Context: an optimization exercise on an open-source flow, tuned for small area and a short achievable clock period. The choices shown serve that exercise and are no tape-out recipe.
In this exercise RTL edits were held to simulation tests only and were not proved equivalent to the original.

==> flow/flow/run.sh <==
#!/bin/bash
# Own flow: the standard layout (standard.sh, unchanged synthesis, floorplan,
# power grid, placement, CTS and routing), except that the port buffers that
# global placement inserts are plain sky130_fd_sc_hd__buf_2 cells instead of the
# default delay-cell buffers. make's full output goes to standard.log here; ORFS
# also keeps each step's own log under orfs/logs/.
set -euo pipefail
export BUFFER_PORTS_ARGS="-buffer_cell sky130_fd_sc_hd__buf_2"
export SETUP_SLACK_MARGIN=25
bash standard.sh > standard.log 2>&1
==> flow/standard.sh <==
#!/bin/bash
# synth_recipe.tcl (not shown) runs the flow's synth.tcl, then flattens the netlist and writes it again
# the make line also repeats each setting of config.mk as NAME=value (left out here)
make -C /OpenROAD-flow-scripts/flow DESIGN_CONFIG=/design/flow/config.mk WORK_HOME=/design/flow/orfs CLKGATE_MAP_FILE= SYNTH_SCRIPT=/design/flow/synth_recipe.tcl "${@:-finish}"
==> flow/config.mk <==
export PLATFORM = sky130hd
export DESIGN_NAME = Pipeline_1
export DESIGN_NICKNAME = Pipeline_1
export VERILOG_FILES = /design/flow/design.v
export SDC_FILE = /design/flow/constraint.sdc
export NUM_CORES = 4
export LEC_CHECK = 0
export ABC_AREA = 1
export CAP_MARGIN = 20
export CORE_MARGIN = 2
export CORE_UTILIZATION = 60
export CTS_BUF_LIST = sky130_fd_sc_hd__clkbuf_8
export SLEW_MARGIN = 20
export SYNTH_HIERARCHICAL = 1
export SYNTH_MINIMUM_KEEP_SIZE = 0
==> flow/constraint.sdc <==
create_clock -name core_clock -period 36.0 [get_ports {clk}]
set_input_delay 7.2000 -clock core_clock [delete_from_list [all_inputs] [get_ports {clk}]]
set_output_delay 7.2000 -clock core_clock [all_outputs]
set_load 0.01 [all_outputs]
==> flow/design.v <==
`timescale 1ns / 1ps
module Pipeline_1(
input clk,rst,
input [7:0]a,b,c,d,
output [7:0]out
    );
  wire nd1 = ~d[0];
  wire nd2 = ~d[1];
  wire nd3 = ~d[2];
  wire nd4 = ~d[3];
  wire nd5 = ~d[4];
  wire nd6 = ~d[5];
  wire nd7 = ~d[6];
  wire nd8 = ~d[7];
  wire g9 = a[0] & b[0];
  wire g10 = a[1] & b[1];
  wire g11 = a[2] & b[2];
  wire g12 = a[3] & b[3];
  wire g13 = a[4] & b[4];
  wire g14 = a[5] & b[5];
  wire g15 = a[6] & b[6];
  wire g16 = a[7] & b[7];
  wire x17 = a[0] ^ b[0];
  wire x18 = a[1] ^ b[1];
  wire x19 = a[2] ^ b[2];
  wire x20 = a[3] ^ b[3];
  wire x21 = a[4] ^ b[4];
  wire x22 = a[5] ^ b[5];
  wire x23 = a[6] ^ b[6];
  wire x24 = a[7] ^ b[7];
  wire G25 = g10 | (x18 & g9);
  wire P26 = x18 & x17;
  wire G27 = g12 | (x20 & g11);
  wire P28 = x20 & x19;
  wire G29 = g11 | (x19 & G25);
  wire P30 = x19 & P26;
  wire G31 = G27 | (P28 & G25);
  wire P32 = P28 & P26;
  wire G33 = g14 | (x22 & g13);
  wire P34 = x22 & x21;
  wire G35 = g16 | (x24 & g15);
  wire P36 = x24 & x23;
  wire G37 = g15 | (x23 & G33);
  wire P38 = x23 & P34;
  wire G39 = G35 | (P36 & G33);
  wire P40 = P36 & P34;
  wire G41 = g13 | (x21 & G31);
  wire P42 = x21 & P32;
  wire G43 = G33 | (P34 & G31);
  wire P44 = P34 & P32;
  wire G45 = G37 | (P38 & G31);
  wire P46 = P38 & P32;
  wire G47 = G39 | (P40 & G31);
  wire P48 = P40 & P32;
  wire s49 = x18 ^ g9;
  wire s50 = x19 ^ G25;
  wire s51 = x20 ^ G29;
  wire s52 = x21 ^ G31;
  wire s53 = x22 ^ G41;
  wire s54 = x23 ^ G43;
  wire s55 = x24 ^ G45;
  wire g56 = c[0] & nd1;
  wire g57 = c[1] & nd2;
  wire g58 = c[2] & nd3;
  wire g59 = c[3] & nd4;
  wire g60 = c[4] & nd5;
  wire g61 = c[5] & nd6;
  wire g62 = c[6] & nd7;
  wire g63 = c[7] & nd8;
  wire x64 = c[0] ^ nd1;
  wire x65 = c[1] ^ nd2;
  wire x66 = c[2] ^ nd3;
  wire x67 = c[3] ^ nd4;
  wire x68 = c[4] ^ nd5;
  wire x69 = c[5] ^ nd6;
  wire x70 = c[6] ^ nd7;
  wire x71 = c[7] ^ nd8;
  wire g72 = c[0] | nd1;
  wire G73 = g57 | (x65 & g72);
  wire P74 = x65 & x64;
  wire G75 = g59 | (x67 & g58);
  wire P76 = x67 & x66;
  wire G77 = g58 | (x66 & G73);
  wire P78 = x66 & P74;
  wire G79 = G75 | (P76 & G73);
  wire P80 = P76 & P74;
  wire G81 = g61 | (x69 & g60);
  wire P82 = x69 & x68;
  wire G83 = g63 | (x71 & g62);
  wire P84 = x71 & x70;
  wire G85 = g62 | (x70 & G81);
  wire P86 = x70 & P82;
  wire G87 = G83 | (P84 & G81);
  wire P88 = P84 & P82;
  wire G89 = g60 | (x68 & G79);
  wire P90 = x68 & P80;
  wire G91 = G81 | (P82 & G79);
  wire P92 = P82 & P80;
  wire G93 = G85 | (P86 & G79);
  wire P94 = P86 & P80;
  wire G95 = G87 | (P88 & G79);
  wire P96 = P88 & P80;
  wire s97 = ~x64;
  wire s98 = x65 ^ g72;
  wire s99 = x66 ^ G73;
  wire s100 = x67 ^ G77;
  wire s101 = x68 ^ G79;
  wire s102 = x69 ^ G89;
  wire s103 = x70 ^ G91;
  wire s104 = x71 ^ G93;
  reg [7:0] R1_s, R1_t, R1_d;
  reg R1_v;
  always @(posedge clk) begin
    R1_s <= {s55, s54, s53, s52, s51, s50, s49, x17};
    R1_t <= {s104, s103, s102, s101, s100, s99, s98, s97};
    R1_d <= d;
    R1_v <= ~rst & (|d);
  end
  wire pp105 = R1_s[0] & R1_t[0];
  wire pp106 = R1_s[1] & R1_t[0];
  wire pp107 = R1_s[2] & R1_t[0];
  wire pp108 = R1_s[3] & R1_t[0];
  wire pp109 = R1_s[4] & R1_t[0];
  wire pp110 = R1_s[5] & R1_t[0];
  wire pp111 = R1_s[6] & R1_t[0];
  wire pp112 = R1_s[7] & R1_t[0];
  wire pp113 = R1_s[0] & R1_t[1];
  wire pp114 = R1_s[1] & R1_t[1];
  wire pp115 = R1_s[2] & R1_t[1];
  wire pp116 = R1_s[3] & R1_t[1];
  wire pp117 = R1_s[4] & R1_t[1];
  wire pp118 = R1_s[5] & R1_t[1];
  wire pp119 = R1_s[6] & R1_t[1];
  wire pp120 = R1_s[7] & R1_t[1];
  wire pp121 = R1_s[0] & R1_t[2];
  wire pp122 = R1_s[1] & R1_t[2];
  wire pp123 = R1_s[2] & R1_t[2];
  wire pp124 = R1_s[3] & R1_t[2];
  wire pp125 = R1_s[4] & R1_t[2];
  wire pp126 = R1_s[5] & R1_t[2];
  wire pp127 = R1_s[6] & R1_t[2];
  wire pp128 = R1_s[7] & R1_t[2];
  wire pp129 = R1_s[0] & R1_t[3];
  wire pp130 = R1_s[1] & R1_t[3];
  wire pp131 = R1_s[2] & R1_t[3];
  wire pp132 = R1_s[3] & R1_t[3];
  wire pp133 = R1_s[4] & R1_t[3];
  wire pp134 = R1_s[5] & R1_t[3];
  wire pp135 = R1_s[6] & R1_t[3];
  wire pp136 = R1_s[7] & R1_t[3];
  wire pp137 = R1_s[0] & R1_t[4];
  wire pp138 = R1_s[1] & R1_t[4];
  wire pp139 = R1_s[2] & R1_t[4];
  wire pp140 = R1_s[3] & R1_t[4];
  wire pp141 = R1_s[4] & R1_t[4];
  wire pp142 = R1_s[5] & R1_t[4];
  wire pp143 = R1_s[6] & R1_t[4];
  wire pp144 = R1_s[7] & R1_t[4];
  wire pp145 = R1_s[0] & R1_t[5];
  wire pp146 = R1_s[1] & R1_t[5];
  wire pp147 = R1_s[2] & R1_t[5];
  wire pp148 = R1_s[3] & R1_t[5];
  wire pp149 = R1_s[4] & R1_t[5];
  wire pp150 = R1_s[5] & R1_t[5];
  wire pp151 = R1_s[6] & R1_t[5];
  wire pp152 = R1_s[7] & R1_t[5];
  wire pp153 = R1_s[0] & R1_t[6];
  wire pp154 = R1_s[1] & R1_t[6];
  wire pp155 = R1_s[2] & R1_t[6];
  wire pp156 = R1_s[3] & R1_t[6];
  wire pp157 = R1_s[4] & R1_t[6];
  wire pp158 = R1_s[5] & R1_t[6];
  wire pp159 = R1_s[6] & R1_t[6];
  wire pp160 = R1_s[7] & R1_t[6];
  wire pp161 = R1_s[0] & R1_t[7];
  wire pp162 = R1_s[1] & R1_t[7];
  wire pp163 = R1_s[2] & R1_t[7];
  wire pp164 = R1_s[3] & R1_t[7];
  wire pp165 = R1_s[4] & R1_t[7];
  wire pp166 = R1_s[5] & R1_t[7];
  wire pp167 = R1_s[6] & R1_t[7];
  wire pp168 = R1_s[7] & R1_t[7];
  wire s169 = pp111 ^ pp118;
  wire c170 = pp111 & pp118;
  wire s171 = pp112 ^ pp119 ^ pp126;
  wire c172 = (pp112 & pp119) | (pp126 & (pp112 ^ pp119));
  wire s173 = pp133 ^ pp140;
  wire c174 = pp133 & pp140;
  wire s175 = pp120 ^ pp127 ^ pp134;
  wire c176 = (pp120 & pp127) | (pp134 & (pp120 ^ pp127));
  wire s177 = pp141 ^ pp148;
  wire c178 = pp141 & pp148;
  wire s179 = pp128 ^ pp135 ^ pp142;
  wire c180 = (pp128 & pp135) | (pp142 & (pp128 ^ pp135));
  wire s181 = pp109 ^ pp116;
  wire c182 = pp109 & pp116;
  wire s183 = pp110 ^ pp117 ^ pp124;
  wire c184 = (pp110 & pp117) | (pp124 & (pp110 ^ pp117));
  wire s185 = pp131 ^ pp138;
  wire c186 = pp131 & pp138;
  wire s187 = pp125 ^ pp132 ^ pp139;
  wire c188 = (pp125 & pp132) | (pp139 & (pp125 ^ pp132));
  wire s189 = pp146 ^ pp153 ^ s169;
  wire c190 = (pp146 & pp153) | (s169 & (pp146 ^ pp153));
  wire s191 = pp147 ^ pp154 ^ pp161;
  wire c192 = (pp147 & pp154) | (pp161 & (pp147 ^ pp154));
  wire s193 = c170 ^ s171 ^ s173;
  wire c194 = (c170 & s171) | (s173 & (c170 ^ s171));
  wire s195 = pp155 ^ pp162 ^ c172;
  wire c196 = (pp155 & pp162) | (c172 & (pp155 ^ pp162));
  wire s197 = c174 ^ s175 ^ s177;
  wire c198 = (c174 & s175) | (s177 & (c174 ^ s175));
  wire s199 = pp149 ^ pp156 ^ pp163;
  wire c200 = (pp149 & pp156) | (pp163 & (pp149 ^ pp156));
  wire s201 = c176 ^ c178 ^ s179;
  wire c202 = (c176 & c178) | (s179 & (c176 ^ c178));
  wire s203 = pp136 ^ pp143 ^ pp150;
  wire c204 = (pp136 & pp143) | (pp150 & (pp136 ^ pp143));
  wire s205 = pp157 ^ pp164 ^ c180;
  wire c206 = (pp157 & pp164) | (c180 & (pp157 ^ pp164));
  wire s207 = pp144 ^ pp151 ^ pp158;
  wire c208 = (pp144 & pp151) | (pp158 & (pp144 ^ pp151));
  wire s209 = pp108 ^ pp115;
  wire c210 = pp108 & pp115;
  wire s211 = pp123 ^ pp130 ^ pp137;
  wire c212 = (pp123 & pp130) | (pp137 & (pp123 ^ pp130));
  wire s213 = pp145 ^ c182 ^ s183;
  wire c214 = (pp145 & c182) | (s183 & (pp145 ^ c182));
  wire s215 = c184 ^ c186 ^ s187;
  wire c216 = (c184 & c186) | (s187 & (c184 ^ c186));
  wire s217 = c188 ^ c190 ^ s191;
  wire c218 = (c188 & c190) | (s191 & (c188 ^ c190));
  wire s219 = c192 ^ c194 ^ s195;
  wire c220 = (c192 & c194) | (s195 & (c192 ^ c194));
  wire s221 = c196 ^ c198 ^ s199;
  wire c222 = (c196 & c198) | (s199 & (c196 ^ c198));
  wire s223 = c200 ^ c202 ^ s203;
  wire c224 = (c200 & c202) | (s203 & (c200 ^ c202));
  wire s225 = pp165 ^ c204 ^ c206;
  wire c226 = (pp165 & c204) | (c206 & (pp165 ^ c204));
  wire s227 = pp152 ^ pp159 ^ pp166;
  wire c228 = (pp152 & pp159) | (pp166 & (pp152 ^ pp159));
  wire s229 = pp107 ^ pp114;
  wire c230 = pp107 & pp114;
  wire s231 = pp122 ^ pp129 ^ s209;
  wire c232 = (pp122 & pp129) | (s209 & (pp122 ^ pp129));
  wire s233 = s181 ^ c210 ^ s211;
  wire c234 = (s181 & c210) | (s211 & (s181 ^ c210));
  wire s235 = s185 ^ c212 ^ s213;
  wire c236 = (s185 & c212) | (s213 & (s185 ^ c212));
  wire s237 = s189 ^ c214 ^ s215;
  wire c238 = (s189 & c214) | (s215 & (s189 ^ c214));
  wire s239 = s193 ^ c216 ^ s217;
  wire c240 = (s193 & c216) | (s217 & (s193 ^ c216));
  wire s241 = s197 ^ c218 ^ s219;
  wire c242 = (s197 & c218) | (s219 & (s197 ^ c218));
  wire s243 = s201 ^ c220 ^ s221;
  wire c244 = (s201 & c220) | (s221 & (s201 ^ c220));
  wire s245 = s205 ^ c222 ^ s223;
  wire c246 = (s205 & c222) | (s223 & (s205 ^ c222));
  wire s247 = s207 ^ c224 ^ s225;
  wire c248 = (s207 & c224) | (s225 & (s207 ^ c224));
  wire s249 = c208 ^ c226 ^ s227;
  wire c250 = (c208 & c226) | (s227 & (c208 ^ c226));
  wire s251 = pp160 ^ pp167 ^ c228;
  wire c252 = (pp160 & pp167) | (c228 & (pp160 ^ pp167));
  wire g253 = pp106 & pp113;
  wire g254 = pp121 & s229;
  wire g255 = c230 & s231;
  wire g256 = c232 & s233;
  wire g257 = c234 & s235;
  wire g258 = c236 & s237;
  wire g259 = c238 & s239;
  wire g260 = c240 & s241;
  wire g261 = c242 & s243;
  wire g262 = c244 & s245;
  wire g263 = c246 & s247;
  wire g264 = c248 & s249;
  wire g265 = c250 & s251;
  wire g266 = pp168 & c252;
  wire x267 = pp106 ^ pp113;
  wire x268 = pp121 ^ s229;
  wire x269 = c230 ^ s231;
  wire x270 = c232 ^ s233;
  wire x271 = c234 ^ s235;
  wire x272 = c236 ^ s237;
  wire x273 = c238 ^ s239;
  wire x274 = c240 ^ s241;
  wire x275 = c242 ^ s243;
  wire x276 = c244 ^ s245;
  wire x277 = c246 ^ s247;
  wire x278 = c248 ^ s249;
  wire x279 = c250 ^ s251;
  wire x280 = pp168 ^ c252;
  wire G281 = g253 | (x267 & 1'b0);
  wire P282 = x267 & pp105;
  wire G283 = g255 | (x269 & g254);
  wire P284 = x269 & x268;
  wire G285 = g254 | (x268 & G281);
  wire P286 = x268 & P282;
  wire G287 = G283 | (P284 & G281);
  wire P288 = P284 & P282;
  wire G289 = g257 | (x271 & g256);
  wire P290 = x271 & x270;
  wire G291 = g259 | (x273 & g258);
  wire P292 = x273 & x272;
  wire G293 = g258 | (x272 & G289);
  wire P294 = x272 & P290;
  wire G295 = G291 | (P292 & G289);
  wire P296 = P292 & P290;
  wire G297 = g256 | (x270 & G287);
  wire P298 = x270 & P288;
  wire G299 = G289 | (P290 & G287);
  wire P300 = P290 & P288;
  wire G301 = G293 | (P294 & G287);
  wire P302 = P294 & P288;
  wire G303 = G295 | (P296 & G287);
  wire P304 = P296 & P288;
  wire G305 = g261 | (x275 & g260);
  wire P306 = x275 & x274;
  wire G307 = g263 | (x277 & g262);
  wire P308 = x277 & x276;
  wire G309 = g262 | (x276 & G305);
  wire P310 = x276 & P306;
  wire G311 = G307 | (P308 & G305);
  wire P312 = P308 & P306;
  wire G313 = g265 | (x279 & g264);
  wire P314 = x279 & x278;
  wire G315 = 1'b0 | (1'b0 & g266);
  wire P316 = 1'b0 & x280;
  wire G317 = g266 | (x280 & G313);
  wire P318 = x280 & P314;
  wire G319 = G315 | (P316 & G313);
  wire P320 = P316 & P314;
  wire G321 = g264 | (x278 & G311);
  wire P322 = x278 & P312;
  wire G323 = G313 | (P314 & G311);
  wire P324 = P314 & P312;
  wire G325 = G317 | (P318 & G311);
  wire P326 = P318 & P312;
  wire G327 = G319 | (P320 & G311);
  wire P328 = P320 & P312;
  wire G329 = g260 | (x274 & G303);
  wire P330 = x274 & P304;
  wire G331 = G305 | (P306 & G303);
  wire P332 = P306 & P304;
  wire G333 = G309 | (P310 & G303);
  wire P334 = P310 & P304;
  wire G335 = G311 | (P312 & G303);
  wire P336 = P312 & P304;
  wire G337 = G321 | (P322 & G303);
  wire P338 = P322 & P304;
  wire G339 = G323 | (P324 & G303);
  wire P340 = P324 & P304;
  wire G341 = G325 | (P326 & G303);
  wire P342 = P326 & P304;
  wire G343 = G327 | (P328 & G303);
  wire P344 = P328 & P304;
  wire ps345 = x267 ^ 1'b0;
  wire ps346 = x268 ^ G281;
  wire ps347 = x269 ^ G285;
  wire ps348 = x270 ^ G287;
  wire ps349 = x271 ^ G297;
  wire ps350 = x272 ^ G299;
  wire ps351 = x273 ^ G301;
  wire ps352 = x274 ^ G303;
  wire ps353 = x275 ^ G329;
  wire ps354 = x276 ^ G331;
  wire ps355 = x277 ^ G333;
  wire ps356 = x278 ^ G335;
  wire ps357 = x279 ^ G337;
  wire ps358 = x280 ^ G339;
  wire ps359 = 1'b0 ^ G341;
  wire hz360 = ~(R1_d[1] | R1_d[2] | R1_d[3] | R1_d[4] | R1_d[5] | R1_d[6] | R1_d[7]);
  wire b361 = ~ps359 & R1_d[0];
  wire ge362 = ~b361 & hz360;
  wire r363 = ps359 ^ (ge362 & R1_d[0]);
  wire hz364 = ~(R1_d[2] | R1_d[3] | R1_d[4] | R1_d[5] | R1_d[6] | R1_d[7]);
  wire b365 = ~ps358 & R1_d[0];
  wire b366 = (r363 ^ R1_d[1]) ? ~r363 : b365;
  wire ge367 = ~b366 & hz364;
  wire r368 = ps358 ^ (ge367 & R1_d[0]);
  wire r369 = r363 ^ (ge367 & (R1_d[1] ^ b365));
  wire hz370 = ~(R1_d[3] | R1_d[4] | R1_d[5] | R1_d[6] | R1_d[7]);
  wire b371 = ~ps357 & R1_d[0];
  wire b372 = (r368 ^ R1_d[1]) ? ~r368 : b371;
  wire b373 = (r369 ^ R1_d[2]) ? ~r369 : b372;
  wire ge374 = ~b373 & hz370;
  wire r375 = ps357 ^ (ge374 & R1_d[0]);
  wire r376 = r368 ^ (ge374 & (R1_d[1] ^ b371));
  wire r377 = r369 ^ (ge374 & (R1_d[2] ^ b372));
  wire hz378 = ~(R1_d[4] | R1_d[5] | R1_d[6] | R1_d[7]);
  wire b379 = ~ps356 & R1_d[0];
  wire b380 = (r375 ^ R1_d[1]) ? ~r375 : b379;
  wire b381 = (r376 ^ R1_d[2]) ? ~r376 : b380;
  wire b382 = (r377 ^ R1_d[3]) ? ~r377 : b381;
  wire ge383 = ~b382 & hz378;
  wire r384 = ps356 ^ (ge383 & R1_d[0]);
  wire r385 = r375 ^ (ge383 & (R1_d[1] ^ b379));
  wire r386 = r376 ^ (ge383 & (R1_d[2] ^ b380));
  wire r387 = r377 ^ (ge383 & (R1_d[3] ^ b381));
  wire hz388 = ~(R1_d[5] | R1_d[6] | R1_d[7]);
  wire b389 = ~ps355 & R1_d[0];
  wire b390 = (r384 ^ R1_d[1]) ? ~r384 : b389;
  wire b391 = (r385 ^ R1_d[2]) ? ~r385 : b390;
  wire b392 = (r386 ^ R1_d[3]) ? ~r386 : b391;
  wire b393 = (r387 ^ R1_d[4]) ? ~r387 : b392;
  wire ge394 = ~b393 & hz388;
  wire r395 = ps355 ^ (ge394 & R1_d[0]);
  wire r396 = r384 ^ (ge394 & (R1_d[1] ^ b389));
  wire r397 = r385 ^ (ge394 & (R1_d[2] ^ b390));
  wire r398 = r386 ^ (ge394 & (R1_d[3] ^ b391));
  wire r399 = r387 ^ (ge394 & (R1_d[4] ^ b392));
  wire hz400 = ~(R1_d[6] | R1_d[7]);
  wire b401 = ~ps354 & R1_d[0];
  wire b402 = (r395 ^ R1_d[1]) ? ~r395 : b401;
  wire b403 = (r396 ^ R1_d[2]) ? ~r396 : b402;
  wire b404 = (r397 ^ R1_d[3]) ? ~r397 : b403;
  wire b405 = (r398 ^ R1_d[4]) ? ~r398 : b404;
  wire b406 = (r399 ^ R1_d[5]) ? ~r399 : b405;
  wire ge407 = ~b406 & hz400;
  wire r408 = ps354 ^ (ge407 & R1_d[0]);
  wire r409 = r395 ^ (ge407 & (R1_d[1] ^ b401));
  wire r410 = r396 ^ (ge407 & (R1_d[2] ^ b402));
  wire r411 = r397 ^ (ge407 & (R1_d[3] ^ b403));
  wire r412 = r398 ^ (ge407 & (R1_d[4] ^ b404));
  wire r413 = r399 ^ (ge407 & (R1_d[5] ^ b405));
  reg [9:0] R2_p;
  reg [5:0] R2_r;
  reg [7:0] R2_d;
  reg R2_v;
  always @(posedge clk) begin
    R2_p <= {ps353, ps352, ps351, ps350, ps349, ps348, ps347, ps346, ps345, pp105};
    R2_r <= {r413, r412, r411, r410, r409, r408};
    R2_d <= {R1_d[7], R1_d[6], R1_d[5], R1_d[4], R1_d[3], R1_d[2], R1_d[1], R1_d[0]};
    R2_v <= ~rst & R1_v;
  end
  wire hz414 = ~(R2_d[7]);
  wire b415 = ~R2_p[9] & R2_d[0];
  wire b416 = (R2_r[0] ^ R2_d[1]) ? ~R2_r[0] : b415;
  wire b417 = (R2_r[1] ^ R2_d[2]) ? ~R2_r[1] : b416;
  wire b418 = (R2_r[2] ^ R2_d[3]) ? ~R2_r[2] : b417;
  wire b419 = (R2_r[3] ^ R2_d[4]) ? ~R2_r[3] : b418;
  wire b420 = (R2_r[4] ^ R2_d[5]) ? ~R2_r[4] : b419;
  wire b421 = (R2_r[5] ^ R2_d[6]) ? ~R2_r[5] : b420;
  wire ge422 = ~b421 & hz414;
  wire r423 = R2_p[9] ^ (ge422 & R2_d[0]);
  wire r424 = R2_r[0] ^ (ge422 & (R2_d[1] ^ b415));
  wire r425 = R2_r[1] ^ (ge422 & (R2_d[2] ^ b416));
  wire r426 = R2_r[2] ^ (ge422 & (R2_d[3] ^ b417));
  wire r427 = R2_r[3] ^ (ge422 & (R2_d[4] ^ b418));
  wire r428 = R2_r[4] ^ (ge422 & (R2_d[5] ^ b419));
  wire r429 = R2_r[5] ^ (ge422 & (R2_d[6] ^ b420));
  wire b430 = ~R2_p[8] & R2_d[0];
  wire b431 = (r423 ^ R2_d[1]) ? ~r423 : b430;
  wire b432 = (r424 ^ R2_d[2]) ? ~r424 : b431;
  wire b433 = (r425 ^ R2_d[3]) ? ~r425 : b432;
  wire b434 = (r426 ^ R2_d[4]) ? ~r426 : b433;
  wire b435 = (r427 ^ R2_d[5]) ? ~r427 : b434;
  wire b436 = (r428 ^ R2_d[6]) ? ~r428 : b435;
  wire b437 = (r429 ^ R2_d[7]) ? ~r429 : b436;
  wire ge438 = ~b437;
  wire r439 = R2_p[8] ^ (ge438 & R2_d[0]);
  wire r440 = r423 ^ (ge438 & (R2_d[1] ^ b430));
  wire r441 = r424 ^ (ge438 & (R2_d[2] ^ b431));
  wire r442 = r425 ^ (ge438 & (R2_d[3] ^ b432));
  wire r443 = r426 ^ (ge438 & (R2_d[4] ^ b433));
  wire r444 = r427 ^ (ge438 & (R2_d[5] ^ b434));
  wire r445 = r428 ^ (ge438 & (R2_d[6] ^ b435));
  wire r446 = r429 ^ (ge438 & (R2_d[7] ^ b436));
  wire b447 = ~R2_p[7] & R2_d[0];
  wire b448 = (r439 ^ R2_d[1]) ? ~r439 : b447;
  wire b449 = (r440 ^ R2_d[2]) ? ~r440 : b448;
  wire b450 = (r441 ^ R2_d[3]) ? ~r441 : b449;
  wire b451 = (r442 ^ R2_d[4]) ? ~r442 : b450;
  wire b452 = (r443 ^ R2_d[5]) ? ~r443 : b451;
  wire b453 = (r444 ^ R2_d[6]) ? ~r444 : b452;
  wire b454 = (r445 ^ R2_d[7]) ? ~r445 : b453;
  wire ge455 = r446 | ~b454;
  wire r456 = R2_p[7] ^ (ge455 & R2_d[0]);
  wire r457 = r439 ^ (ge455 & (R2_d[1] ^ b447));
  wire r458 = r440 ^ (ge455 & (R2_d[2] ^ b448));
  wire r459 = r441 ^ (ge455 & (R2_d[3] ^ b449));
  wire r460 = r442 ^ (ge455 & (R2_d[4] ^ b450));
  wire r461 = r443 ^ (ge455 & (R2_d[5] ^ b451));
  wire r462 = r444 ^ (ge455 & (R2_d[6] ^ b452));
  wire r463 = r445 ^ (ge455 & (R2_d[7] ^ b453));
  wire b464 = ~R2_p[6] & R2_d[0];
  wire b465 = (r456 ^ R2_d[1]) ? ~r456 : b464;
  wire b466 = (r457 ^ R2_d[2]) ? ~r457 : b465;
  wire b467 = (r458 ^ R2_d[3]) ? ~r458 : b466;
  wire b468 = (r459 ^ R2_d[4]) ? ~r459 : b467;
  wire b469 = (r460 ^ R2_d[5]) ? ~r460 : b468;
  wire b470 = (r461 ^ R2_d[6]) ? ~r461 : b469;
  wire b471 = (r462 ^ R2_d[7]) ? ~r462 : b470;
  wire ge472 = r463 | ~b471;
  wire r473 = R2_p[6] ^ (ge472 & R2_d[0]);
  wire r474 = r456 ^ (ge472 & (R2_d[1] ^ b464));
  wire r475 = r457 ^ (ge472 & (R2_d[2] ^ b465));
  wire r476 = r458 ^ (ge472 & (R2_d[3] ^ b466));
  wire r477 = r459 ^ (ge472 & (R2_d[4] ^ b467));
  wire r478 = r460 ^ (ge472 & (R2_d[5] ^ b468));
  wire r479 = r461 ^ (ge472 & (R2_d[6] ^ b469));
  wire r480 = r462 ^ (ge472 & (R2_d[7] ^ b470));
  wire b481 = ~R2_p[5] & R2_d[0];
  wire b482 = (r473 ^ R2_d[1]) ? ~r473 : b481;
  wire b483 = (r474 ^ R2_d[2]) ? ~r474 : b482;
  wire b484 = (r475 ^ R2_d[3]) ? ~r475 : b483;
  wire b485 = (r476 ^ R2_d[4]) ? ~r476 : b484;
  wire b486 = (r477 ^ R2_d[5]) ? ~r477 : b485;
  wire b487 = (r478 ^ R2_d[6]) ? ~r478 : b486;
  wire b488 = (r479 ^ R2_d[7]) ? ~r479 : b487;
  wire ge489 = r480 | ~b488;
  wire r490 = R2_p[5] ^ (ge489 & R2_d[0]);
  wire r491 = r473 ^ (ge489 & (R2_d[1] ^ b481));
  wire r492 = r474 ^ (ge489 & (R2_d[2] ^ b482));
  wire r493 = r475 ^ (ge489 & (R2_d[3] ^ b483));
  wire r494 = r476 ^ (ge489 & (R2_d[4] ^ b484));
  wire r495 = r477 ^ (ge489 & (R2_d[5] ^ b485));
  wire r496 = r478 ^ (ge489 & (R2_d[6] ^ b486));
  wire r497 = r479 ^ (ge489 & (R2_d[7] ^ b487));
  wire b498 = ~R2_p[4] & R2_d[0];
  wire b499 = (r490 ^ R2_d[1]) ? ~r490 : b498;
  wire b500 = (r491 ^ R2_d[2]) ? ~r491 : b499;
  wire b501 = (r492 ^ R2_d[3]) ? ~r492 : b500;
  wire b502 = (r493 ^ R2_d[4]) ? ~r493 : b501;
  wire b503 = (r494 ^ R2_d[5]) ? ~r494 : b502;
  wire b504 = (r495 ^ R2_d[6]) ? ~r495 : b503;
  wire b505 = (r496 ^ R2_d[7]) ? ~r496 : b504;
  wire ge506 = r497 | ~b505;
  wire r507 = R2_p[4] ^ (ge506 & R2_d[0]);
  wire r508 = r490 ^ (ge506 & (R2_d[1] ^ b498));
  wire r509 = r491 ^ (ge506 & (R2_d[2] ^ b499));
  wire r510 = r492 ^ (ge506 & (R2_d[3] ^ b500));
  wire r511 = r493 ^ (ge506 & (R2_d[4] ^ b501));
  wire r512 = r494 ^ (ge506 & (R2_d[5] ^ b502));
  wire r513 = r495 ^ (ge506 & (R2_d[6] ^ b503));
  wire r514 = r496 ^ (ge506 & (R2_d[7] ^ b504));
  wire b515 = ~R2_p[3] & R2_d[0];
  wire b516 = (r507 ^ R2_d[1]) ? ~r507 : b515;
  wire b517 = (r508 ^ R2_d[2]) ? ~r508 : b516;
  wire b518 = (r509 ^ R2_d[3]) ? ~r509 : b517;
  wire b519 = (r510 ^ R2_d[4]) ? ~r510 : b518;
  wire b520 = (r511 ^ R2_d[5]) ? ~r511 : b519;
  wire b521 = (r512 ^ R2_d[6]) ? ~r512 : b520;
  wire b522 = (r513 ^ R2_d[7]) ? ~r513 : b521;
  wire ge523 = r514 | ~b522;
  wire r524 = R2_p[3] ^ (ge523 & R2_d[0]);
  wire r525 = r507 ^ (ge523 & (R2_d[1] ^ b515));
  wire r526 = r508 ^ (ge523 & (R2_d[2] ^ b516));
  wire r527 = r509 ^ (ge523 & (R2_d[3] ^ b517));
  wire r528 = r510 ^ (ge523 & (R2_d[4] ^ b518));
  wire r529 = r511 ^ (ge523 & (R2_d[5] ^ b519));
  wire r530 = r512 ^ (ge523 & (R2_d[6] ^ b520));
  wire r531 = r513 ^ (ge523 & (R2_d[7] ^ b521));
  wire b532 = ~R2_p[2] & R2_d[0];
  wire b533 = (r524 ^ R2_d[1]) ? ~r524 : b532;
  wire b534 = (r525 ^ R2_d[2]) ? ~r525 : b533;
  wire b535 = (r526 ^ R2_d[3]) ? ~r526 : b534;
  wire b536 = (r527 ^ R2_d[4]) ? ~r527 : b535;
  wire b537 = (r528 ^ R2_d[5]) ? ~r528 : b536;
  wire b538 = (r529 ^ R2_d[6]) ? ~r529 : b537;
  wire b539 = (r530 ^ R2_d[7]) ? ~r530 : b538;
  wire ge540 = r531 | ~b539;
  wire r541 = R2_p[2] ^ (ge540 & R2_d[0]);
  wire r542 = r524 ^ (ge540 & (R2_d[1] ^ b532));
  wire r543 = r525 ^ (ge540 & (R2_d[2] ^ b533));
  wire r544 = r526 ^ (ge540 & (R2_d[3] ^ b534));
  wire r545 = r527 ^ (ge540 & (R2_d[4] ^ b535));
  wire r546 = r528 ^ (ge540 & (R2_d[5] ^ b536));
  wire r547 = r529 ^ (ge540 & (R2_d[6] ^ b537));
  wire r548 = r530 ^ (ge540 & (R2_d[7] ^ b538));
  reg [1:0] R3_p;
  reg [7:0] R3_r;
  reg [5:0] R3_q;
  reg [7:0] R3_d;
  reg R3_v;
  always @(posedge clk) begin
    R3_p <= {R2_p[1], R2_p[0]};
    R3_r <= {r548, r547, r546, r545, r544, r543, r542, r541};
    R3_q <= {ge455, ge472, ge489, ge506, ge523, ge540};
    R3_d <= {R2_d[7], R2_d[6], R2_d[5], R2_d[4], R2_d[3], R2_d[2], R2_d[1], R2_d[0]};
    R3_v <= ~rst & R2_v;
  end
  wire [7:0] seg3_out;
  Pipeline_1_seg3 u_seg3 (
    .p({R3_p[1], R3_p[0]}),
    .r({R3_r[7], R3_r[6], R3_r[5], R3_r[4], R3_r[3], R3_r[2], R3_r[1], R3_r[0]}),
    .q({R3_q[5], R3_q[4], R3_q[3], R3_q[2], R3_q[1], R3_q[0]}),
    .d({R3_d[7], R3_d[6], R3_d[5], R3_d[4], R3_d[3], R3_d[2], R3_d[1], R3_d[0]}),
    .v({R3_v}),
    .o_out(seg3_out)
  );
  assign out = {seg3_out[7], seg3_out[6], seg3_out[5], seg3_out[4], seg3_out[3], seg3_out[2], seg3_out[1], seg3_out[0]};
endmodule
module Pipeline_1_seg3(
  input [1:0] p,
  input [7:0] r,
  input [5:0] q,
  input [7:0] d,
  input [0:0] v,
  output [7:0] o_out
);
  wire b1 = ~p[1] & d[0];
  wire b2 = (r[0] ^ d[1]) ? ~r[0] : b1;
  wire b3 = (r[1] ^ d[2]) ? ~r[1] : b2;
  wire b4 = (r[2] ^ d[3]) ? ~r[2] : b3;
  wire b5 = (r[3] ^ d[4]) ? ~r[3] : b4;
  wire b6 = (r[4] ^ d[5]) ? ~r[4] : b5;
  wire b7 = (r[5] ^ d[6]) ? ~r[5] : b6;
  wire b8 = (r[6] ^ d[7]) ? ~r[6] : b7;
  wire ge9 = r[7] | ~b8;
  wire r10 = p[1] ^ (ge9 & d[0]);
  wire r11 = r[0] ^ (ge9 & (d[1] ^ b1));
  wire r12 = r[1] ^ (ge9 & (d[2] ^ b2));
  wire r13 = r[2] ^ (ge9 & (d[3] ^ b3));
  wire r14 = r[3] ^ (ge9 & (d[4] ^ b4));
  wire r15 = r[4] ^ (ge9 & (d[5] ^ b5));
  wire r16 = r[5] ^ (ge9 & (d[6] ^ b6));
  wire r17 = r[6] ^ (ge9 & (d[7] ^ b7));
  wire b18 = ~p[0] & d[0];
  wire b19 = (r10 ^ d[1]) ? ~r10 : b18;
  wire b20 = (r11 ^ d[2]) ? ~r11 : b19;
  wire b21 = (r12 ^ d[3]) ? ~r12 : b20;
  wire b22 = (r13 ^ d[4]) ? ~r13 : b21;
  wire b23 = (r14 ^ d[5]) ? ~r14 : b22;
  wire b24 = (r15 ^ d[6]) ? ~r15 : b23;
  wire b25 = (r16 ^ d[7]) ? ~r16 : b24;
  wire ge26 = r17 | ~b25;
  wire r27 = p[0] ^ (ge26 & d[0]);
  wire r28 = r10 ^ (ge26 & (d[1] ^ b18));
  wire r29 = r11 ^ (ge26 & (d[2] ^ b19));
  wire r30 = r12 ^ (ge26 & (d[3] ^ b20));
  wire r31 = r13 ^ (ge26 & (d[4] ^ b21));
  wire r32 = r14 ^ (ge26 & (d[5] ^ b22));
  wire r33 = r15 ^ (ge26 & (d[6] ^ b23));
  wire r34 = r16 ^ (ge26 & (d[7] ^ b24));
  wire o35 = ge26 & v[0];
  wire o36 = ge9 & v[0];
  wire o37 = q[0] & v[0];
  wire o38 = q[1] & v[0];
  wire o39 = q[2] & v[0];
  wire o40 = q[3] & v[0];
  wire o41 = q[4] & v[0];
  wire o42 = q[5] & v[0];
  assign o_out = {o42, o41, o40, o39, o38, o37, o36, o35};
endmodule
==> results of run 1 <==
==> layout make-up <==
| type | instances | area share, % |
|---|---|---|
| multi-input cells | 880 | 64.33 |
| flip-flops and latches | 75 | 17.13 |
| inverters | 249 | 10.76 |
| repair buffers | 52 | 3.315 |
| well taps | 180 | 2.561 |
| clock buffers | 9 | 1.408 |
| clock inverters | 7 | 0.4410 |
| repair inverters | 1 | 0.05691 |
==> what timing repair did <==
item | 4_1_cts | 5_1_grt
buffers inserted | 0 | 6
gates resized for setup | 0 | 10
endpoints found under the setup margin | 0 | 9
==> per-module statistics from Yosys, one instance, submodules excluded <==
| module | copies in the design | flops+latches | cells | cell area [um^2] |
|---|---|---|---|---|
| Pipeline_1 | 1 | 75 | 1111 | 7655 |
| Pipeline_1_seg3 | 1 | 0 | 141 | 708.2 |
==> state kept, by name, summed over array words and instances (netlist names) <==
signal	count
R1_d	8
R1_s	8
R1_t	8
R1_v	1
R2_d	8
R2_p	10
R2_r	6
R2_v	1
R3_d	8
R3_p	2
R3_q	6
R3_r	8
R3_v	1
==> through the flow <==
step | area, um^2 | cells | utilization [%]
6_report | 8795 | 1453 | 63.85
5_1_grt | 8795 | 1453 | 63.85
4_1_cts | 8710 | 1446 | 63.24
3_5_place_dp | 8547 | 1430 | 62.05
3_3_place_gp | 8547 | 1430 | 62.05
2_1_floorplan | 8363 | 1252 | -
==> per-layer routing <==
metal	vias up	global-route usage (%)	wire, um
li1	3778	-	-
met1	3156	28.29	7350
met2	76	42.21	8152
met3	14	3.652	347
met4	0	5.747	193
met5	-	0	0
==> critical path: stages (launching register included) <==
cell and delay [ns]:
dfxtp_1 0.39, inv_1 0.08, nand2_2 0.10, nand3_2 0.11
nand3_2 0.09, nand3_2 0.08, nand3_2 0.09, nand3_2 0.08
nand3_2 0.08, nand3_2 0.06, nand2_2 0.23, nand2_1 0.10
xor2_1 0.19, nand2_1 0.08, o21ai_0 0.07, inv_1 0.05
nand2_1 0.08, nand2_1 0.05, nand2_1 0.07, a21oi_2 0.05
buf_2 0.13
==> how the worst max path moves through the flow <==
| stage | to | cells after the start |
|---|---|---|
| 4_1_cts | R3_r[4] | 102 |
| 3_3_place_gp | R3_r[0] | 97 |
| 5_1_grt | R3_r[4] | 114 |
| 2_1_floorplan | out[0] | 18 |
| 6_report | out[0] | 20 |
| 3_5_place_dp | R3_r[5] | 102 |
==> cells in the final DEF, fill, tap and decap left out, types with 2 or more instances in the layout <==
master | Yosys | layout
nand2_1 | 357 | 357
nand2_2 | 62 | 59
nand2_4 | 4 | 7
nand3_2 | 34 | 34
xor2_2 | 5 | 5
nand4_1 | 3 | 3
clkinvlp_4 | 0 | 3
a21o_1 | 3 | 3
buf_2 | 12 | 41
o21ai_1 | 2 | 2
nor4_1 | 3 | 3
xor2_1 | 86 | 86
xnor3_1 | 2 | 2
nor2_1 | 36 | 36
clkinv_2 | 0 | 2
o21ai_2 | 2 | 2
nand3b_1 | 5 | 5
inv_1 | 245 | 245
nand3_1 | 120 | 120
inv_2 | 2 | 2
fa_1 | 44 | 44
xnor2_1 | 14 | 14
a21oi_1 | 23 | 23
clkbuf_8 | 0 | 9
o21ai_0 | 25 | 25
clkinv_4 | 0 | 2
dfxtp_1 | 75 | 73
or2_2 | 7 | 7
clkinv_1 | 2 | 2
buf_4 | 8 | 10
ha_1 | 33 | 33
==> kinds of logic (layout without fill, tap and decap cells) <==
family / count (synthesis) / count (layout) / share of synthesized area, %
AOI/OAI and AO/OA: 62 / 62 / 4.144
DFF: 75 / 75 / 17.95
xor gates and xnor gates: 108 / 108 / 12.18
buffers and inverters: 297 / 318 / 14.57
adders and majority gates: 78 / 78 / 15.59
and+or+nand+nor: 632 / 632 / 35.56
==> impl_metrics.toml, run 1 <==
[timing]
worst_slew_pin_slew_ns = 0.8654
finClkSkew_ns = 0.01645
slew_violations = 0
period_minus_slack_ns = 9.830
slew_headroom_pct = 42.23
hold_viol = 0
rsz0062_at_grt = "false"
post-route-period-util_pct = 27.30
finalWorstSetupSlack_ns = 26.17
setup_viol = 0
whs_ns = 0.3300
max_freq_mhz = 101.7
tns_ns = 0

[global_route]
grt_pass1_vias = 6498
grt_start_max_net_pins = 25
grt-ovfl-total = 0
grt_pass1_wl_um = 28030
antenna_found_initial = 0
grt_usage_pct = 23.11

[hold_path]
holdPathEnd = "R3_p[0]"
hp-start = "R2_p[0]"
min_path_cells = 0
hp-class = "reg2reg"

[clock_tree]
clockRootBuffer = "clkbuf_8"
path_clk_slew_ns = 0.07
clock-sinks = 75
postCtsHoldBufs = 0
cts_buffers = 9
cts_buffer_depth = 2
cts_tree = "built"
clkLatencyLatePin_ns = 0.37
htree_levels = 3

[critical_path]
r2r_start = "R2_d[0]"
worstPathRequired_ns = 28.80
rrSetupSlack_ns = 26.35
startpoint_type = "register"
arrival_ns = 2.63
critical_path_class = "reg2out"
reg2reg_depth = 102
crit_path_start = "R3_d[1]"
path_max_fanout = 12
crit-reg2reg-capture = "R3_r[4]"
endpoint_kind = "output pin"

[synthesis]
syn-mean-instance-area_um2 = 6.680
netlist_top_cells_count = "nand2_1, inv_1, nand3_1, xor2_1, dfxtp_1"
ys_warn_count = 7
synth.distinct_cells = 41
yosysTopAreaCellShare_pct = 17.95
synthTopCellsByArea = "dfxtp_1, nand2_1, inv_1"
synth-main-ff-cell = "dfxtp_1"
ys_seq_area_share_pct = 17.95
yosysMostFrequentCell = "nand2_1"
yosysTopAreaCell = "dfxtp_1"
syn-num-nets = 1363
netlist_instances = 1252
synth.cell_area_mm2 = 0.008363
synth_enable_flop_cells = 0
async_flop_share_pct = 0
synth_seq_cells = 75

[routing]
drc_errors = 0
via_per_inst = 4.834
dr.pass1.iters = 5
vias = 7024
drt_iter0_markers = 275
postRouteAntennaNets = 0
wl_um = 16040
wl_per_cell_um = 11.04

[outcome]
outcome = "timing/DRC/antenna clean"

[finish]
area_delta_synth_final_pct = 5.162
antenna_cells = 0
finalNetCount = 1379
multiInputGateArea_mm2 = 0.005658
register_area_mm2 = 0.001506
n_fill_cell = 1325
final_layout_size_suffix_gt1_share_pct = 15.00

[job]
cap_viol_max_count = 0

[floorplan]
die_w_um = 122.1
die_h_um = 122.1
core_mm2 = 0.01377
start_util_pct = 60.72
ios = 42
design.die.area_mm2 = 0.01490
fp-row-count = 43

[placed_design]
routabilityCongestion = 0.8335
dp.final_hpwl_um = 13160
place_ws_ns = 25.50
portBuffers = 41
==> run 2, diff against run 1 <==
--- a/flow/config.mk
+++ b/flow/config.mk
@@ -9,5 +9,5 @@
 export CAP_MARGIN = 20
 export CORE_MARGIN = 2
-export CORE_UTILIZATION = 60
+export CORE_UTILIZATION = 50
 export CTS_BUF_LIST = sky130_fd_sc_hd__clkbuf_8
 export SLEW_MARGIN = 20
==> impl_metrics.toml, run 2 <==
[placed_design]
place_ws_ns = 25.26
routabilityCongestion = 0.8031
portBuffers = 41
dpl.cell_count = 1468
dp.final_hpwl_um = 13530

[timing]
hold_viol = 0
post-route-period-util_pct = 27.11
slew_headroom_pct = 56.42
tns_ns = 0
rsz0062_at_grt = "false"
finClkSkew_ns = 0.01381
setup_viol = 0
max_freq_mhz = 102.5
finalWorstSetupSlack_ns = 26.24
whs_ns = 0.3322
slew_violations = 0
period_minus_slack_ns = 9.761
worst_slew_pin_slew_ns = 0.6530

[critical_path]
path_max_fanout = 12
crit_cells = 20
critical_path_class = "reg2out"
worstPathRequired_ns = 28.80
reg2reg_depth = 96
arrival_ns = 2.56
endpoint_kind = "output pin"
cpMostUsedCell = "nand3_2"
cpPeakStageDelay_ns = 0.40
startpoint_type = "register"
crit_family = "simple AND/OR/NAND/NOR gates"
cp_slowest_cell = "dfxtp_1"
path_buf_inv = 3
critical_path.cell_chain = "inv_1, nand2_2, nand3_2, nand3_2, nand3_2, nand3_2, nand3_2, nand3_2, nand3_2, nand2_2, nand2_1, xor2_1, nand2_1, o21ai_0, inv_1, nand2_1, nand2_1, nand2_1, a21oi_2, buf_2"

[clock_tree]
cts_buffers = 9
clock-sinks = 75
path_clk_slew_ns = 0.07
cts_tree = "built"
postCtsHoldBufs = 0
htree_levels = 3
clkLatencyLatePin_ns = 0.37
cts_buffer_depth = 2
clockRootBuffer = "clkbuf_8"

[synthesis]
ys_warn_count = 7
async_flop_share_pct = 0
synth.cell_area_mm2 = 0.008363
yosysMostFrequentCell = "nand2_1"
synth_enable_flop_cells = 0
yosysTopAreaCellShare_pct = 17.95
synthMuxAreaShare_pct = 0
synthAdderAreaFrac_pct = 15.59
synth_top_family_by_area = "simple AND/OR/NAND/NOR gates"
syn-mean-instance-area_um2 = 6.680
synth.distinct_cells = 41
synth_compound_gate_area_share_pct = 4.144
synth-main-ff-cell = "dfxtp_1"
netlist_instances = 1252
ys_seq_area_share_pct = 17.95
syn-num-nets = 1363
synthSimpleGateAreaFrac_pct = 35.56
synth_seq_cells = 75
synthTopCellsByArea = "dfxtp_1, nand2_1, inv_1"
yosysTopAreaCell = "dfxtp_1"
synth_xor_area_share_pct = 12.18
netlist_top_cells_count = "nand2_1, inv_1, nand3_1, xor2_1, dfxtp_1"

[global_route]
grt_start_max_net_pins = 25
grt_pass1_wl_um = 29570
antenna_found_initial = 0
grt_usage_pct = 20.25
grt-ovfl-total = 0
grt_pass1_vias = 6716

[job]
cap_viol_max_count = 0

[routing]
wl_per_cell_um = 11.25
via_per_inst = 4.665
drc_errors = 0
wl_um = 16820
drt_iter0_markers = 254
vias = 6974
dr.pass1.iters = 6
postRouteAntennaNets = 0

[floorplan]
core_mm2 = 0.01647
ios = 42
die_w_um = 133.3
die_h_um = 133.3
fp-row-count = 47
design.die.area_mm2 = 0.01778
start_util_pct = 50.79

[finish]
layout_common_cells = "nand2_1, inv_1, nand3_1"
final_layout_size_suffix_gt1_share_pct = 15.69
largest_reg_flops = 10
finalNetCount = 1381
area_delta_synth_final_pct = 6.882
antenna_cells = 0
final_common_cell = "nand2_1"
top_register = "R2_p"
stdcell_count = 1495

[hold_path]
min_path_cells = 0
hp-class = "reg2reg"

[outcome]
outcome = "timing/DRC/antenna clean"
==> run 2: modules after synthesis, one instance, submodules excluded <==
module	cells inside	flops+latches
Pipeline_1_seg3	141	0
Pipeline_1	1111	75
==> run 2: path summary, 6_finish.rpt <==
path / end / slack, ns / startpoint
min: R3_p[0] / 0.33 / R2_p[0]
max reg2reg: R3_r[4] / 26.37 / R2_d[6]
min reg2reg: R3_p[0] / 0.33 / R2_p[0]
max: out[0] / 26.24 / R3_d[1]
==> run 2: what timing repair did <==
action,CTS,global route
hold endpoints to repair,0,0
setup endpoints to repair,0,9
buffers inserted,0,11
resized for setup,0,20
==> run 2: metrics by stage <==
stage | utilization [%] | instance area [um^2]
4_1_cts | 53.34 | 8782
3_3_place_gp | 52.12 | 8582
3_5_place_dp | 52.12 | 8582
5_1_grt | 54.29 | 8939
2_1_floorplan | - | 8363
6_report | 54.29 | 8939
==> run 2: final cells by class <==
| type | instances | area [um^2] |
|---|---|---|
| multi-input combinational | 880 | 5678 |
| fill | 1652 | 7527 |
| clock inverter | 7 | 76.32 |
| clock buffer | 9 | 123.9 |
| tap | 220 | 275.3 |
| timing repair buffer | 55 | 322.8 |
| inverter | 249 | 945.9 |
| sequential | 75 | 1516 |
==> run 2: kinds of logic after synthesis <==
| group | count (synthesis) |
|---|---|
| AND/OR/NAND/NOR | 632 |
| buffers and inverters | 297 |
| XOR/XNOR | 108 |
| adder cells (fa/ha/maj) | 78 |
| flip-flops | 75 |
| AO/OA/AOI/OAI | 62 |
==> run 2: metal layers <==
layer	share of wire [%]	wire, um	vias to the layer above	GRT usage [%]
met5	0	0	-	0
met4	1.8	310	0	5.910
met2	51	8586	83	37.46
met1	45	7525	3086	24.26
li1	-	-	3781	-
met3	2.4	400	24	3.006
==> run 3, diff against run 2 <==
--- a/flow/config.mk
+++ b/flow/config.mk
@@ -9,5 +9,5 @@
 export CAP_MARGIN = 20
 export CORE_MARGIN = 2
-export CORE_UTILIZATION = 50
+export CORE_UTILIZATION = 65
 export CTS_BUF_LIST = sky130_fd_sc_hd__clkbuf_8
 export SLEW_MARGIN = 20
==> impl_metrics.toml, run 3 <==
[placed_design]
dpl.cell_count = 1423
dp.final_hpwl_um = 12910
placed_cell_area_mm2 = 0.008544
place_ws_ns = 25.54
routabilityCongestion = 0.8702
portBuffers = 41

[critical_path]
endpoint_kind = "output pin"
startpoint_type = "register"
cpPeakStageDelay_ns = 0.39
cp_slowest_cell = "dfxtp_1"
critical_path_class = "reg2out"
rrSetupSlack_ns = 26.27
crit_family = "simple AND/OR/NAND/NOR gates"
worstPathRequired_ns = 28.80
r2r_start = "R2_d[2]"
critical_path.cell_chain = "inv_1, nand2_2, nand3_2, nand3_2, nand3_2, nand3_2, nand3_2, nand3_2, nand3_2, nand2_2, nand2_1, xor2_1, nand2_1, o21ai_0, inv_1, nand2_1, nand2_1, nand2_1, a21oi_2, buf_2"
crit-reg2reg-capture = "R3_r[3]"
path_buf_inv = 3
arrival_ns = 2.67
path_max_fanout = 12
cpMostUsedCell = "nand3_2"
reg2reg_depth = 103

[finish]
largest_reg_flops = 10
stdcell_count = 1449
antenna_cells = 0
top_register = "R2_p"
final_layout_size_suffix_gt1_share_pct = 15.35
final_common_cell = "nand2_1"
layout_common_cells = "nand2_1, inv_1, nand3_1"
final_core_util_pct = 70.54
stdcell_area_mm2 = 0.008866
area_delta_synth_final_pct = 6.014
finalNetCount = 1383

[timing]
rsz0062_at_grt = "false"
finalWorstSetupSlack_ns = 26.13
setup_viol = 0
whs_ns = 0.3326
max_freq_mhz = 101.3
worst_slew_pin_slew_ns = 0.8744
hold_viol = 0
tns_ns = 0
slew_violations = 0
finClkSkew_ns = 0.01352
post-route-period-util_pct = 27.42
period_minus_slack_ns = 9.872
slew_headroom_pct = 41.62

[clock_tree]
cts_tree = "built"
htree_levels = 3
path_clk_slew_ns = 0.08
clkLatencyLatePin_ns = 0.38
cts_buffers = 9
clockRootBuffer = "clkbuf_8"
clock-sinks = 75
cts_buffer_depth = 2

[synthesis]
synth.cell_area_mm2 = 0.008363
syn-num-nets = 1363
synth_seq_cells = 75
yosysTopAreaCellShare_pct = 17.95
synth-main-ff-cell = "dfxtp_1"
syn-mean-instance-area_um2 = 6.680
netlist_instances = 1252
ys_warn_count = 7
synthTopCellsByArea = "dfxtp_1, nand2_1, inv_1"
yosysMostFrequentCell = "nand2_1"
async_flop_share_pct = 0
synth.distinct_cells = 41
yosysTopAreaCell = "dfxtp_1"
synth_enable_flop_cells = 0
netlist_top_cells_count = "nand2_1, inv_1, nand3_1, xor2_1, dfxtp_1"
ys_seq_area_share_pct = 17.95

[floorplan]
fp-row-count = 41
core_mm2 = 0.01257
start_util_pct = 66.54
design.die.area_mm2 = 0.01379
ios = 42
die_w_um = 117.4
die_h_um = 117.4

[global_route]
grt-ovfl-total = 0
antenna_found_initial = 0
grt_start_max_net_pins = 25
grt_pass1_vias = 6778
grt_pass1_wl_um = 28550
grt_usage_pct = 24.66

[hold_path]
hp-start = "R2_p[1]"
holdPathEnd = "R3_p[1]"
hp-class = "reg2reg"
min_path_cells = 0

[routing]
wl_per_cell_um = 11.07
via_per_inst = 4.930
vias = 7144
drc_errors = 0
wl_um = 16050
dr.pass1.iters = 5
postRouteAntennaNets = 0
drt_iter0_markers = 273

[job]
cap_viol_max_count = 0

[outcome]
outcome = "timing/DRC/antenna clean"
[run 3: cell counts after synthesis]
Identical to the previous run, type by type.
[run 3: worst max path at each step]
| stage | start | to | slack, ns | depth (start not counted) |
|---|---|---|---|---|
| 2_1_floorplan | R3_d[1] | out[0] | 26.89 | 18 |
| 5_1_grt | R2_d[2] | R3_r[3] | 24.98 | 110 |
| 4_1_cts | R2_d[3] | R3_r[3] | 25.50 | 99 |
| 3_5_place_dp | R2_d[3] | R3_r[1] | 25.54 | 102 |
| 3_3_place_gp | R2_d[3] | R3_r[5] | 25.75 | 97 |
| 6_report | R3_d[1] | out[0] | 26.13 | 20 |
[run 3: cell type report]
cell class	instances	area (um^2)
Fill cell	1162	3702
Inverter	249	942.2
Tap cell	172	215.2
Sequential cell	75	1506
Multi-Input combinational cell	880	5664
Timing Repair inverter	1	5.005
Clock buffer	11	151.4
Clock inverter	5	60.06
Timing Repair Buffer	56	321.6
[run 3: modules after synthesis (local to each module, per instance)]
module / flip-flops and latches / cell area [um^2] / cells
Pipeline_1_seg3: 0 / 708.2 / 141
Pipeline_1: 75 / 7655 / 1111
[run 3: cell families after synthesis]
kind of cell / synth area share (%)
compound gates: 4.144
buf+inv: 14.57
simple gates: 35.56
xor+xnor: 12.18
fa+ha+maj: 15.59
flops: 17.95
[run 3: routing by layer]
metal / up-vias / global-route usage, % / routed length [um]
li1: 3785 / - / -
met1: 3234 / 28.81 / 6952
met2: 95 / 45.36 / 8183
met3: 30 / 4.134 / 541
met4: 0 / 8.735 / 369
met5: - / 0 / 0
[run 3: timing repair]
item / in CTS / in global routing
setup buffers: 0 / 9
hold buffers: 0 / 0
resized for setup: 0 / 9
endpoints found under the setup margin: 0 / 9
[run 3: worst reg2reg max path: cells and delay by family (launching register included)]
kind | cells | cell delay (ns)
XOR/XNOR | 5 | 1.15
AND/OR/NAND/NOR | 93 | 7.49
flip-flops | 1 | 0.31
buffers and inverters | 5 | 0.69
==> run 4, diff against run 3 <==
--- a/flow/flow/run.sh
+++ b/flow/flow/run.sh
@@ -7,4 +7,4 @@
 set -euo pipefail
 export BUFFER_PORTS_ARGS="-buffer_cell sky130_fd_sc_hd__buf_2"
-export SETUP_SLACK_MARGIN=25
+export SETUP_SLACK_MARGIN=25.25
 bash standard.sh > standard.log 2>&1
--- a/flow/config.mk
+++ b/flow/config.mk
@@ -9,5 +9,5 @@
 export CAP_MARGIN = 20
 export CORE_MARGIN = 2
-export CORE_UTILIZATION = 65
+export CORE_UTILIZATION = 60
 export CTS_BUF_LIST = sky130_fd_sc_hd__clkbuf_8
 export SLEW_MARGIN = 20
==> impl_metrics.toml, run 4 <==
[finish]
register_area_mm2 = 0.001510
area_delta_synth_final_pct = 6.448
final_layout_size_suffix_gt1_share_pct = 15.87
final_common_cell = "nand2_1"
final_core_util_pct = 64.63
multiInputGateArea_mm2 = 0.005687
n_fill_cell = 1313
top_register = "R2_p"
finalNetCount = 1385
layout_common_cells = "nand2_1, inv_1, nand3_1"
largest_reg_flops = 10
antenna_cells = 0

[synthesis]
synthTopCellsByArea = "dfxtp_1, nand2_1, inv_1"
netlist_top_cells_count = "nand2_1, inv_1, nand3_1, xor2_1, dfxtp_1"
synth_seq_cells = 75
ys_warn_count = 7
synth.distinct_cells = 41
yosysMostFrequentCell = "nand2_1"
netlist_instances = 1252
ys_seq_area_share_pct = 17.95
synth.cell_area_mm2 = 0.008363
synth-main-ff-cell = "dfxtp_1"
yosysTopAreaCell = "dfxtp_1"
synth_enable_flop_cells = 0
async_flop_share_pct = 0
syn-num-nets = 1363
yosysTopAreaCellShare_pct = 17.95
syn-mean-instance-area_um2 = 6.680

[routing]
drc_errors = 0
drt_iter0_markers = 269
wl_um = 16220
via_per_inst = 4.842
wl_per_cell_um = 11.12
vias = 7065
dr.pass1.iters = 4
postRouteAntennaNets = 0

[timing]
period_minus_slack_ns = 9.825
slew_violations = 0
setup_viol = 0
finClkSkew_ns = 0.01525
hold_viol = 0
max_freq_mhz = 101.8
post-route-period-util_pct = 27.29
rsz0062_at_grt = "false"
worst_slew_pin_slew_ns = 0.8462
tns_ns = 0
slew_headroom_pct = 43.51

[floorplan]
die_h_um = 122.1
core_mm2 = 0.01377
die_w_um = 122.1
design.die.area_mm2 = 0.01490
start_util_pct = 60.72
ios = 42
fp-row-count = 43

[hold_path]
hp-start = "R2_p[0]"
hp-class = "reg2reg"
min_path_cells = 0
holdPathEnd = "R3_p[0]"

[critical_path]
critical_path_class = "reg2out"
reg2reg_depth = 104
startpoint_type = "register"
crit_path_start = "R3_d[1]"
cp_slowest_cell = "dfxtp_1"
worstPathRequired_ns = 28.80
arrival_ns = 2.63
path_max_fanout = 12
cpMostUsedCell = "nand3_2"
r2r_start = "R2_d[0]"
cpPeakStageDelay_ns = 0.39
critical_path.cell_chain = "inv_1, nand2_2, nand3_2, nand3_2, nand3_2, nand3_2, nand3_2, nand3_2, nand3_2, nand2_2, nand2_1, xor2_1, nand2_1, o21ai_0, inv_1, nand2_1, nand2_1, nand2_1, a21oi_2, buf_2"
rrSetupSlack_ns = 26.43
crit-reg2reg-capture = "R3_r[4]"
endpoint_kind = "output pin"

[clock_tree]
htree_levels = 3
path_clk_slew_ns = 0.07
clock-sinks = 75
cts_tree = "built"
clockRootBuffer = "clkbuf_8"
cts_buffer_depth = 2
cts_buffers = 9
postCtsHoldBufs = 0
clkLatencyLatePin_ns = 0.37

[job]
cap_viol_max_count = 0

[global_route]
antenna_found_initial = 0
grt_pass1_vias = 6498
grt_start_max_net_pins = 25
grt_pass1_wl_um = 28030
grt_usage_pct = 23.11
grt-ovfl-total = 0

[placed_design]
routabilityCongestion = 0.8335
portBuffers = 41
dp.final_hpwl_um = 13160

[outcome]
outcome = "timing/DRC/antenna clean"
==> run 4: final cells by class <==
type	count	share of cell area, %
timing repair buffer	58	4.118
clock buffer	9	1.391
tap	180	2.530
multi-input combinational	880	63.88
inverter	249	10.63
clock inverter	7	0.4357
timing repair inverter	1	0.05622
sequential	75	16.96
==> run 4: what timing repair did <==
item                                    in CTS  in global routing
setup buffers                                0                 11
gates resized for setup                      0                 22
endpoints found under the setup margin       0                 14
==> run 4: kinds of logic (layout without fill, tap and decap cells) <==
group	Yosys count	in the layout	synth area share, %
xor+xnor	108	108	12.18
compound gates	62	62	4.144
flops	75	75	17.95
simple gates	632	632	35.56
buf+inv	297	324	14.57
fa+ha+maj	78	78	15.59
==> run 4: worst max-delay path by stage <==
stage | to | slack [ns] | cells past startpoint
floorplan | out[0] | 26.89 | 18
global placement | R3_r[0] | 25.72 | 97
detailed placement | R3_r[5] | 25.50 | 102
CTS | R3_r[4] | 25.45 | 102
global route | R3_r[4] | 25.23 | 112
finish | out[0] | 26.17 | 20
==> run 4: metrics by stage <==
| stage | setup slack, ns | hold slack (ns) | cells | instance area (um^2) |
|---|---|---|---|---|
| final | 26.17 | 0.3300 | 1459 | 8902 |
| after global routing | 25.23 | 0.3394 | 1459 | 8902 |
| after CTS | 25.45 | 0.3335 | 1446 | 8710 |
| after detailed placement | 25.50 | 0.3157 | 1430 | 8547 |
| after floorplan | 26.89 | 0.3096 | 1252 | 8363 |
| after global placement | 25.72 | 0.3121 | 1430 | 8547 |
==> run 4: per-layer routing <==
metal / share of wire, % / GRT usage [%] / wire (um)
met5: 0 / 0 / 0
met4: 1.1 / 5.747 / 183
met3: 2.8 / 3.652 / 452
met2: 51 / 42.21 / 8308
met1: 45 / 28.29 / 7272
==> run 4: per-module statistics from Yosys (local to each module, per instance) <==
module	flip-flops and latches	copies in the design	area, um^2
Pipeline_1_seg3	0	1	708.2
Pipeline_1	75	1	7655
==> run 4: worst max-delay path: cells and delay by family (launching register included) <==
kind	cells	cell delay, ns
and+or+nand+nor	14	1.29
AOI/OAI and AO/OA	2	0.12
xor gates and xnor gates	1	0.19
buffers and inverters	3	0.26
DFF	1	0.39

## what the ideal ports hide
How much do the figures lean on ideal ports? The routed layouts below were timed once more, with nothing changed but the port constraints.
Step 1 assumes that a clkbuf_16 drives the clock port and a buf_2 every other input.
Step 2 adds t to the input delays and takes it off the output delays; t is the mean of the earliest and latest rising clock arrival at the registers after step 1. Input paths then give back, and output paths get back, about the clock's delay inside the block.
Three values: ideal, step 1, step 2; two values: the first two.
run | t (ns) | setup WS [ns] | worst setup path after step 2 | worst register clock-pin slew, ns
run 1 | 0.395 | 26.170 / 26.135 / 26.352 | register to register | 0.09 / 0.09
run 2 | 0.400 | 26.239 / 26.203 / 26.366 | register to register | 0.09 / 0.09
run 3 | 0.405 | 26.128 / 26.091 / 26.272 | register to register | 0.09 / 0.09
run 4 | 0.395 | 26.175 / 26.140 / 26.430 | register to register | 0.08 / 0.08
After both steps every run listed still meets setup and hold.
